What follows belongs to an exercise in optimizing a design on an open flow for small area; a production flow would make more cautious choices. Only simulation tests tie the RTL to the original design; equivalence was not proved. Power and IR drop assume default switching activity.

==> 03-26: inputs <==
==> flow/design.v <==
`timescale 1ns / 1ps
module vending_machine(CARD_IN,VALID_TRAN,ITEM_CODE,KEY_PRESS,DOOR_OPEN,RELOAD,CLK,RESET,
	VEND,INVALID_SEL,FAILED_TRAN,COST);
	input CARD_IN,VALID_TRAN,KEY_PRESS,DOOR_OPEN,RELOAD,CLK,RESET;
	input [3:0] ITEM_CODE;
	output VEND,INVALID_SEL,FAILED_TRAN;
	output [2:0] COST;
	reg [2:0] f;
	reg y;
	reg [2:0] timer;           
	reg k1_ok, k1_lsb;         
	reg [3:0] k2;              
	reg empty_all;             
	reg pend;                  
	reg sweep;                 
	reg [2:0] phase;           
	reg [19:0] ring [0:3];     
	wire t_zero = timer[2] & ~timer[0];   
	wire k2_ok = (k2 <= 4'd9);
	wire [1:0] r_sel = {k1_lsb, k2[0]};
	wire [2:0] q_sel = k2[3:1];
	wire [4:0] s_sel;
	assign s_sel[0] = (~phase[2] & ~phase[1] & ~phase[0] & ~q_sel[2] & ~q_sel[1] & ~q_sel[0]) | (~phase[1] & phase[0] & ~q_sel[1] & q_sel[0]) | (phase[1] & ~phase[0] & q_sel[1] & ~q_sel[0]) | (phase[1] & phase[0] & q_sel[1] & q_sel[0]) | (phase[2] & q_sel[2]);
	assign s_sel[1] = (phase[2] & ~q_sel[2] & ~q_sel[1] & ~q_sel[0]) | (~phase[2] & ~phase[1] & ~phase[0] & ~q_sel[1] & q_sel[0]) | (~phase[1] & phase[0] & q_sel[1] & ~q_sel[0]) | (phase[1] & ~phase[0] & q_sel[1] & q_sel[0]) | (phase[1] & phase[0] & q_sel[2]);
	assign s_sel[2] = (phase[2] & ~q_sel[1] & q_sel[0]) | (phase[1] & phase[0] & ~q_sel[2] & ~q_sel[1] & ~q_sel[0]) | (~phase[2] & ~phase[1] & ~phase[0] & q_sel[1] & ~q_sel[0]) | (~phase[1] & phase[0] & q_sel[1] & q_sel[0]) | (phase[1] & ~phase[0] & q_sel[2]);
	assign s_sel[3] = (phase[1] & ~phase[0] & ~q_sel[2] & ~q_sel[1] & ~q_sel[0]) | (phase[1] & phase[0] & ~q_sel[1] & q_sel[0]) | (phase[2] & q_sel[1] & ~q_sel[0]) | (~phase[2] & ~phase[1] & ~phase[0] & q_sel[1] & q_sel[0]) | (~phase[1] & phase[0] & q_sel[2]);
	assign s_sel[4] = (phase[1] & ~phase[0] & ~q_sel[1] & q_sel[0]) | (~phase[1] & phase[0] & ~q_sel[2] & ~q_sel[1] & ~q_sel[0]) | (phase[1] & phase[0] & q_sel[1] & ~q_sel[0]) | (phase[2] & q_sel[1] & q_sel[0]) | (~phase[2] & ~phase[1] & ~phase[0] & q_sel[2]);
	wire at_head = s_sel[0];
	wire [19:0] rs = ring[r_sel];
	wire [4:0] nz_s = {rs[19] | rs[16], rs[15] | rs[12], rs[11] | rs[8], rs[7] | rs[4], rs[3] | rs[0]};
	wire valid = !empty_all && k1_ok && k2_ok && |(s_sel & nz_s);
	wire st_p0 = !f[2] & !f[0];    
	wire st_p1 = !f[1] & f[0];     
	wire st_p2 = !f[2] & f[1];     
	wire st_cc = f[2] & f[0];      
	wire st_wt = f[1] & !f[0];     
	wire st_p3 = f[2] & !f[1];     
	wire advance = (st_p0 & !y & CARD_IN & !RELOAD) | ((st_p1 | st_p2) & y & !KEY_PRESS) | (st_cc & valid)
		| (st_wt & VALID_TRAN & !t_zero) | (st_p3 & y & !DOOR_OPEN);
	wire to_idle = ((st_p1 | st_p2 | st_p3) & !y & t_zero) | (st_cc & !valid) | (st_wt & t_zero);
	wire y_next = (st_p0 & RELOAD) | ((st_p1 | st_p2) & KEY_PRESS & !t_zero) | (st_p3 & DOOR_OPEN & !t_zero);
	wire stay = ((st_p1 | st_p2) & !y & !KEY_PRESS) | (st_wt & !VALID_TRAN) | (st_p3 & !y & !DOOR_OPEN);
	wire reload = st_p0 & y;
	always @(posedge CLK) begin
		if (RESET || to_idle) f <= 3'b000; else if (advance) f <= {f[1:0], ~f[2]};
		y <= !RESET && y_next;
		timer <= stay ? {timer[1:0], ~timer[2]} : 3'b000;
		if (st_p1 & y) begin k1_ok <= (ITEM_CODE[3:1] == 3'd0); k1_lsb <= ITEM_CODE[0]; end
		if (st_p2 & y) k2 <= ITEM_CODE;
		if (RESET) empty_all <= 1'b1; else if (reload) empty_all <= 1'b0;
		pend <= !RESET && ((st_wt && VALID_TRAN && !t_zero) || (pend && !at_head && !reload));
		sweep <= reload || (sweep && phase != 3'd3);
		if (reload) phase <= 3'd0;
		else case (phase)
			3'd0: phase <= 3'd1; 3'd1: phase <= 3'd2; 3'd2: phase <= 3'd3; 3'd3: phase <= 3'd4; default: phase <= 3'd0;
		endcase
	end
	wire fill = reload || sweep;
	genvar gr;
	generate for (gr = 0; gr < 4; gr = gr + 1) begin : g_ring
		wire [3:0] h = ring[gr][3:0];
		wire take = pend && at_head && (r_sel == gr);
		always @(posedge CLK) begin
			ring[gr][15:0] <= ring[gr][19:4];
			ring[gr][19:16] <= fill ? 4'b1000 : take ? {h[2:0], ~(h[3] & h[0])} : h;
		end
	end endgenerate
	reg [2:0] price;
	always @(*) begin
		case ({k1_lsb, k2})
		5'h00, 5'h01, 5'h02, 5'h03: price = 3'd1;
		5'h04, 5'h05, 5'h06, 5'h07: price = 3'd2;
		5'h08, 5'h09, 5'h10, 5'h11: price = 3'd3;
		5'h12, 5'h13, 5'h14, 5'h15: price = 3'd4;
		5'h16, 5'h17: price = 3'd5;
		5'h18, 5'h19: price = 3'd6;
		default: price = 3'bxxx;
		endcase
	end
	wire show_cost = (st_cc & valid) | st_wt | st_p3;
	assign VEND = !RESET & st_p3;
	assign INVALID_SEL = !RESET & st_cc & !valid;
	assign FAILED_TRAN = !RESET & st_wt & t_zero & !VALID_TRAN;
	assign COST = (!RESET && show_cost) ? price : 3'd0;
endmodule
==> flow/flow/run.sh <==
#!/bin/bash
# Layout flow: the standard ORFS flow (standard.sh) with these changes:
#  1. after the standard synthesis, OpenROAD's `restructure -target area`
#     remaps the combinational logic for area (registers untouched);
#  2. the input and output ports are buffered with buf_1 instead of the
#     buffer_ports default (clkdlybuf4s50_1);
#  3. clock tree synthesis adds no dummy loads.
# Logs: standard_synth.log, restructure.log, standard.log in this folder;
# each ORFS step's own log under orfs/logs (copied to orfs_logs/).
set -o pipefail
here=$(pwd)
export BUFFER_PORTS_ARGS="-buffer_cell sky130_fd_sc_hd__buf_1"
export CTS_ARGS="-sink_clustering_enable -repair_clock_nets -dont_use_dummy_load"
bash standard.sh synth > standard_synth.log 2>&1 || exit 1
export RES_DIR=$here/orfs/results/$FLOW_PLATFORM/vending_machine/base
export RS_WORK=$here/restructure_work
mkdir -p "$RS_WORK"
# the platform's don't-use list
export DONT_USE_LIST=$(make -s -f - <<'MK' print
include $(FLOW_HOME)/platforms/$(FLOW_PLATFORM)/config.mk
print:
	@echo $(DONT_USE_CELLS)
MK
)
cp "$RES_DIR/1_synth.odb" "$RES_DIR/1_synth_standard.odb"
openroad -no_init -no_splash -exit flow/restructure.tcl > restructure.log 2>&1 || exit 1
touch "$RES_DIR/1_synth.sdc"
bash standard.sh > standard.log 2>&1
status=$?
if [[ -d orfs/logs ]]; then cp -r orfs/logs orfs_logs; fi
exit $status
==> flow/flow/restructure.tcl <==
# Area recovery on the standard synthesis netlist: OpenROAD's restructure
# (ABC, area target) remaps the combinational logic; registers are untouched.
set plat $::env(FLOW_HOME)/platforms/$::env(FLOW_PLATFORM)
set res $::env(RES_DIR)
set lib [glob $plat/lib/sky130_fd_sc_hd__tt_025C_1v80.lib]
read_lef $plat/lef/sky130_fd_sc_hd.tlef
read_lef $plat/lef/sky130_fd_sc_hd_merged.lef
read_liberty $lib
read_db $res/1_synth_standard.odb
read_sdc $res/1_synth.sdc
source $plat/setRC.tcl
set_dont_use $::env(DONT_USE_LIST)
report_design_area
restructure -target area -liberty_file $lib \
  -tielo_port sky130_fd_sc_hd__conb_1/LO -tiehi_port sky130_fd_sc_hd__conb_1/HI \
  -work_dir $::env(RS_WORK) -abc_logfile $::env(RS_WORK)/abc.log
report_design_area
# refuse to continue if a don't-use cell appeared
foreach inst [[ord::get_db_block] getInsts] {
  set m [[$inst getMaster] getName]
  if { [lsearch -exact $::env(DONT_USE_LIST) $m] >= 0 } { error "don't-use cell $m after restructure" }
}
write_db $res/1_synth.odb
==> flow/standard.sh <==
#!/bin/bash
# synth_recipe.tcl (not shown) runs the flow's synth.tcl, then flattens the netlist and writes it again
# the make line also repeats each setting of config.mk as NAME=value (left out here)
make -C /OpenROAD-flow-scripts/flow DESIGN_CONFIG=/design/flow/config.mk WORK_HOME=/design/flow/orfs CLKGATE_MAP_FILE= SYNTH_SCRIPT=/design/flow/synth_recipe.tcl "${@:-finish}"
==> flow/config.mk <==
export PLATFORM = sky130hd
export DESIGN_NAME = vending_machine
export DESIGN_NICKNAME = vending_machine
export VERILOG_FILES = /design/flow/design.v
export SDC_FILE = /design/flow/constraint.sdc
export NUM_CORES = 4
export LEC_CHECK = 0
export CAP_MARGIN = 20
export CORE_MARGIN = 2
export CORE_UTILIZATION = 40
export SLEW_MARGIN = 20
==> flow/constraint.sdc <==
create_clock -name core_clock -period 10.0 [get_ports {CLK}]
set_input_delay 2.0000 -clock core_clock [delete_from_list [all_inputs] [get_ports {CLK}]]
set_output_delay 2.0000 -clock core_clock [all_outputs]
set_load 0.01 [all_outputs]
==> 09-21 (differences from 03-26) <==
==> flow/run.sh (new file) <==
#!/bin/bash
# synth_recipe.tcl (not shown) runs the flow's synth.tcl, then flattens the netlist and writes it again
# the make line also repeats each setting of config.mk as NAME=value (left out here)
make -C /OpenROAD-flow-scripts/flow DESIGN_CONFIG=/design/flow/config.mk WORK_HOME=/design/flow/orfs CLKGATE_MAP_FILE= SYNTH_SCRIPT=/design/flow/synth_recipe.tcl finish
removed: flow/flow/run.sh
removed: flow/flow/restructure.tcl
removed: flow/standard.sh
==> qor summary <==
quantity	09-21	03-26
Synth Net Count	315	283
Core Rows	32	31
GRT met2 Usage	0.198	0.209
Routed length on met3	252 µm	282 µm
Outcome	timing/DRC/antenna clean	timing/DRC/antenna clean
Actual slew at the worst max-slew pin	685 ps	655 ps
Area of the multi-input gates	0.00112 mm²	852 µm²
Cell occurring most often along the worst timing path	sky130_fd_sc_hd__clkdlybuf4s50_1	sky130_fd_sc_hd__o221ai_1
Static leakage	1.44 nW	1.12 nW
Clock power frac	0.299	0.261
Avg Inst Size Synth	10.8 µm²	11.0 µm²
Worst Hold Endpoint	ring[3][5]	ring[2][5]
Area overhead of the layout relative to synthesis	12.2%	10.3%
Met2 Routed Length	2.42 mm	2.36 mm
Post-layout nets	327	310

[re-timing with driven ports]
In the flow no input, the clock included, has a driving cell. The finished layouts below were timed again as built, in two steps. Step 1, drivers: a clkbuf_16 drives CLK and a buf_2 each remaining input, both assumed. Step 2 also shifts input and output timing later by t, the mid clock arrival at the registers, as if the neighbouring blocks saw the same clock. Slacks: ideal ports / drivers / drivers and shift; pairs: ideal ports / drivers.
| run | shift t [ns] | setup WS [ns] | latest minus earliest clock arrival (ns) | cell pins on the clock port's net |
|---|---|---|---|---|
| 03-26 | 0.366 | 4.881 / 4.851 / 5.130 | 0.027 / 0.027 | 1 |
| 09-21 | 0.381 | 4.500 / 4.477 / 4.477 | 0.013 / 0.013 | 1 |
After both steps every run listed still meets setup and hold. For 09-21, which loses most, drivers alone change the setup slack by -0.023 ns; drivers and shift together by -0.023 ns.
